What follows belongs to an exercise in optimizing a design on an open flow for small area; a production flow would make more cautious choices.
The RTL was checked by simulation tests, not by an equivalence proof against the original design.

## flow/design.v (module list and top-level ports; edited modules follow where they fit)
// module cordic_sin_cos: 2416 lines
// module cordic_dds: 173 lines
module cordic_dds (
  input             clk,
  input             rst_n,
  input             cfg_vld,
  input      [31:0] cfg_freq_word,
  input      [31:0] cfg_phase_word,
  output reg        sig_vld_o,
  output     [15:0] sin_o,
  output     [15:0] cos_o
);
  // ...
==> flow/flow/run.sh <==
#!/bin/bash
# Layout flow: the standard ORFS flow (standard.sh), with these changes:
#  - Yosys's synth runs without its internal "abc -fast" (SYNTH_ARGS=-noabc), so the
#    full adders are extracted from the RTL's own ripple-carry structure, without the
#    inverters that the early ABC pass's polarity choices leave around them;
#  - clock tree synthesis uses clkbuf_4 buffers and inserts no dummy loads;
#  - the port buffers are buf_1 cells.
# Everything else (floorplan, power grid, tap cells, placement, routing, repair) is the
# standard flow. The full output of the ORFS run is in standard.log beside this script's
# work folder, and each ORFS step keeps its own log under orfs/logs/.
set -o pipefail
bash standard.sh \
  SYNTH_ARGS=-noabc \
  "CTS_ARGS=-sink_clustering_enable -repair_clock_nets -dont_use_dummy_load -buf_list sky130_fd_sc_hd__clkbuf_4 -sink_clustering_size 10 -sink_clustering_max_diameter 50" \
  "BUFFER_PORTS_ARGS=-buffer_cell sky130_fd_sc_hd__buf_1" \
  finish > standard.log 2>&1
==> flow/standard.sh <==
#!/bin/bash
# synth_recipe.tcl (not shown) runs the flow's synth.tcl, then flattens the netlist and writes it again
# the make line also repeats each setting of config.mk as NAME=value (left out here)
make -C /OpenROAD-flow-scripts/flow DESIGN_CONFIG=/design/flow/config.mk WORK_HOME=/design/flow/orfs CLKGATE_MAP_FILE= SYNTH_SCRIPT=/design/flow/synth_recipe.tcl "${@:-finish}"
==> flow/config.mk <==
export PLATFORM = sky130hd
export DESIGN_NAME = cordic_dds
export DESIGN_NICKNAME = cordic_dds
export VERILOG_FILES = /design/flow/design.v
export SDC_FILE = /design/flow/constraint.sdc
export NUM_CORES = 4
export LEC_CHECK = 0
export CAP_MARGIN = 20
export CORE_MARGIN = 2
export CORE_UTILIZATION = 55
export SLEW_MARGIN = 20
==> flow/constraint.sdc <==
create_clock -name core_clock -period 5.0 [get_ports {clk}]
set_input_delay 1.0000 -clock core_clock [delete_from_list [all_inputs] [get_ports {clk}]]
set_output_delay 1.0000 -clock core_clock [all_outputs]
set_load 0.01 [all_outputs]
==> impl_metrics.json, run 1 <==
{
  "status": "timing/DRC/antenna clean",
  "post_cts_buffers": 0,
  "place.gp.congestion": 0.992,
  "top_usage_layer": "met2",
  "cts_tree": "done",
  "synth.top_cell.area_share_pct": 34.1,
  "cts_hold_buf": 0,
  "stdcell_area_um2": 41800,
  "synth-compound-area-share_pct": 7.50,
  "remaining_drc_errors": 0,
  "holdPathEnd": "phase_accum[6]",
  "yosys.cell_types.count": 97,
  "place_ws_ps": 139,
  "ys_seq_area_share_pct": 38.5,
  "synth_edf_count": 0,
  "nonClkBufAreaFrac_pct": 1.97,
  "worst-path-buf-inv": 3,
  "regArea_um2": 15300,
  "multi_input_area_share_pct": 56.1,
  "insertion_delay_ps": 890,
  "met2WireLength_mm": 44.4,
  "met3_length_mm": 4.57,
  "grtUsageTotal_pct": 25.6,
  "yosys-top-cells-count": "676 x dfxtp_1, 451 x fa_1, 337 x xor2_1, 277 x xnor2_1, 205 x ha_1",
  "timing.slew.headroom_pct": 29.6
}
==> run 2, diff against run 1 <==
--- a/flow/flow/run.sh
+++ b/flow/flow/run.sh
@@ -11,6 +11,6 @@
 set -o pipefail
 bash standard.sh \
   SYNTH_ARGS=-noabc \
-  "CTS_ARGS=-sink_clustering_enable -repair_clock_nets -dont_use_dummy_load -buf_list sky130_fd_sc_hd__clkbuf_4 -sink_clustering_size 10 -sink_clustering_max_diameter 50" \
+  "CTS_ARGS=-sink_clustering_enable -repair_clock_nets -dont_use_dummy_load -buf_list sky130_fd_sc_hd__clkbuf_4" \
   "BUFFER_PORTS_ARGS=-buffer_cell sky130_fd_sc_hd__buf_1" \
   finish > standard.log 2>&1
--- a/flow/config.mk
+++ b/flow/config.mk
@@ -7,5 +7,5 @@
 export LEC_CHECK = 0
 export CAP_MARGIN = 20
 export CORE_MARGIN = 2
-export CORE_UTILIZATION = 55
+export CORE_UTILIZATION = 40
 export SLEW_MARGIN = 20
==> impl_metrics.json, run 2 <==
{
  "root_buffer": "clkbuf_4",
  "synth.top_cell.area_share_pct": 34.1,
  "finalMaxSlewViolations": 0,
  "cts_buffer_depth": 3,
  "vias": 23900,
  "setup_viol": 0,
  "synthSimpleGateAreaFrac_pct": 7.05,
  "overflow": 0,
  "wirelength_mm": 78.7,
  "synth_ff_type": "dfxtp_1",
  "critPathRequiredTime_ps": 5840,
  "synth_mux_area_share_pct": 1.46,
  "synth.area.top_cells": "dfxtp_1 34%, fa_1 23%, xor2_1 7.4%",
  "worstSetupPathType": "register to register",
  "core-area_um2": 98400,
  "grt_pass1_vias": 25600,
  "async_reset_ff_share_pct": 9.38,
  "die_y_um": 319,
  "ant_nets": 0,
  "place.gp.congestion": 0.964,
  "grt_first_pass_wirelength_mm": 129,
  "hold_class": "primary input to register",
  "first_iter_violations": 1248,
  "synth-compound-area-share_pct": 7.50,
  "clock_sinks": 746,
  "crit_fanout": 4,
  "layout_commonest_cell": "dfxtp_1",
  "reg_top3": "add_freq_wd (32), phase_accum (32)",
  "via_per_inst": 5.00,
  "wire_per_inst_um": 16.4,
  "synth.avg_cell_area_um2": 12.1,
  "stdcell_area_um2": 43000,
  "yosys-top-cells-count": "676 x dfxtp_1, 451 x fa_1, 337 x xor2_1, 277 x xnor2_1, 205 x ha_1",
  "area_growth_syn_to_layout_pct": 8.21,
  "grtUsageTotal_pct": 15.9,
  "cts_buffers": 191,
  "synth_warnings": 2,
  "rsz0062_at_grt": "false",
  "critPathArrivalTime_ps": 5480,
  "synth-xor-area-share_pct": 13.6,
  "pin_count": 100,
  "synth_edf_count": 0,
  "synth_most_common_cell": "dfxtp_1",
  "status": "timing/DRC/antenna clean",
  "synthAdderAreaFrac_pct": 29.2,
  "path_clk_slew_ps": 60,
  "final_cell_mix": "668 x dfxtp_1, 449 x fa_1, 332 x xor2_1",
  "ys_seq_area_share_pct": 38.5,
  "syn-cell-area_um2": 39700,
  "postSynthNetCount": 3999,
  "rows": 115,
  "finalCoreUtilization_pct": 43.6,
  "synth_area_leader_cell": "dfxtp_1",
  "yosys.cell_types.count": 97,
  "synth_top_family_by_area": "adder cells",
  "holdWs_ps": 163,
  "final.min_clock_period_ps": 4640,
  "drive_gt1_share_pct": 11.6,
  "dieArea_um2": 102000,
  "remaining_drc_errors": 0,
  "post-route-period-util_pct": 92.8,
  "place_ws_ps": 266,
  "synthCells": 3276,
  "maxCapViolations": 0,
  "setup_tns_ps": 0,
  "port_buffers": 99,
  "htreeDepth": 4,
  "worst_pin_slew_ps": 1180,
  "dr.pass1.iters": 9,
  "placed_area_um2": 41500,
  "finalHoldViolations": 0,
  "die_w_um": 319,
  "cts_tree": "done",
  "finClkSkew_ps": 117,
  "insertion_delay_ps": 1030,
  "antenna_found_initial": 3,
  "critPathLaunchType": "register",
  "fmax_mhz": 215,
  "start_util_pct": 40.3,
  "nNetsFinal": 4219,
  "grt_start_max_net_pins": 74,
  "ys_seq_elements": 746,
  "crit_path_end_kind": "register",
  "setup_slack_ps": 358,
  "dp_hpwl_mm": 59.5,
  "timing.slew.headroom_pct": 21.3
}
## run 2: cell counts after synthesis
Identical to the previous run, type by type.
## run 2: area by class of cell
cell class              count  area [um2]
fillers                  9318       55500
well taps                1287        1610
flip-flops and latches    746       15300
repair buffers            163         870
diodes                      3        7.51
inverters                  76         288
multi-input cells        2318       23400
clock buffers             191        1430
## run 2: timing repair
item | CTS | global route
gates resized for setup | 0 | 3
endpoints found under the setup margin | 0 | 2
setup buffers | 0 | 0
hold endpoints to repair | 17 | 0
hold buffers | 1 | 0
## run 2: logic make-up (layout without fill, tap and decap cells)
group	count (synthesis)	in the layout
compound gates	454	454
fa+ha+maj	656	656
flops	746	746
buf+inv	212	430
xor+xnor	615	615
mux	51	51
other cells	0	3
simple gates	542	542
## run 2: per-stage QoR
stage          std cells
3_5_place_dp        4589
4_1_cts             4781
6_report            4784
5_1_grt             4784
3_3_place_gp        4589
2_1_floorplan       3276
## run 2: final timing paths
| path | startpoint | endpoint | slack, ps | cells past startpoint |
|---|---|---|---|---|
| min in group asynchronous | rst_n | phase_accum[3] | 450 | 2 |
| hold reg to reg | u_cordic.z_0[14] | u_cordic.z_1[14] | 240 | 0 |
| setup reg to reg | u_cordic.zp_2 | u_cordic.z_3[16] | 360 | 17 |
| setup / recovery | u_cordic.zp_2 | u_cordic.z_3[16] | 360 | 17 |
| hold / removal | cfg_phase_word[6] | phase_accum[6] | 160 | 3 |
| max in group asynchronous | rst_n | pro_cnt[3] | 3420 | 3 |
## run 2: routing by layer
metal | vias to the layer above | part of all wire [%] | GRT usage, %
met5 | - | 0.017 | 0
met4 | 2 | 4.4 | 8.94
met3 | 229 | 6.7 | 3.56
met2 | 798 | 52 | 28.7
met1 | 11400 | 37 | 17.1
li1 | 11500 | - | -
## run 2: critical path, cell delays in order (launching register included)
cell,delay (ps)
dfxtp_1,310
ha_1,270
inv_1,40
ha_1,170
or2_2,290
fa_1,460
fa_2,410
fa_2,400
fa_1,450
and3_1,190
and3_1,210
a21o_1,190
and3_1,220
a41o_1,250
ha_1,200
xor2_2,150
xor2_1,180
inv_1,50

-- re-timing with driven ports --
Ports are ideal in the flow. The routed layouts listed here were re-timed in OpenROAD.
Step 1, drivers: a clkbuf_16 drives clk and a buf_2 each remaining input, both assumed.
Step 2, shift: input delay + t, output delay - t, t = (earliest + latest rising clock arrival at the registers) / 2. This alone moves slack from input paths to output paths.
a / b / c = ideal / step 1 / step 2; a / b = the first two.
run	shift t [ns]	slack for setup (ns)	worst hold slack (ns)
run 1	0.905	0.262 / 0.262 / 0.262	0.300 / 0.254 / 0.309
run 2	1.030	0.358 / 0.358 / 0.358	0.163 / 0.121 / 0.240
After both steps every run listed still meets setup and hold.
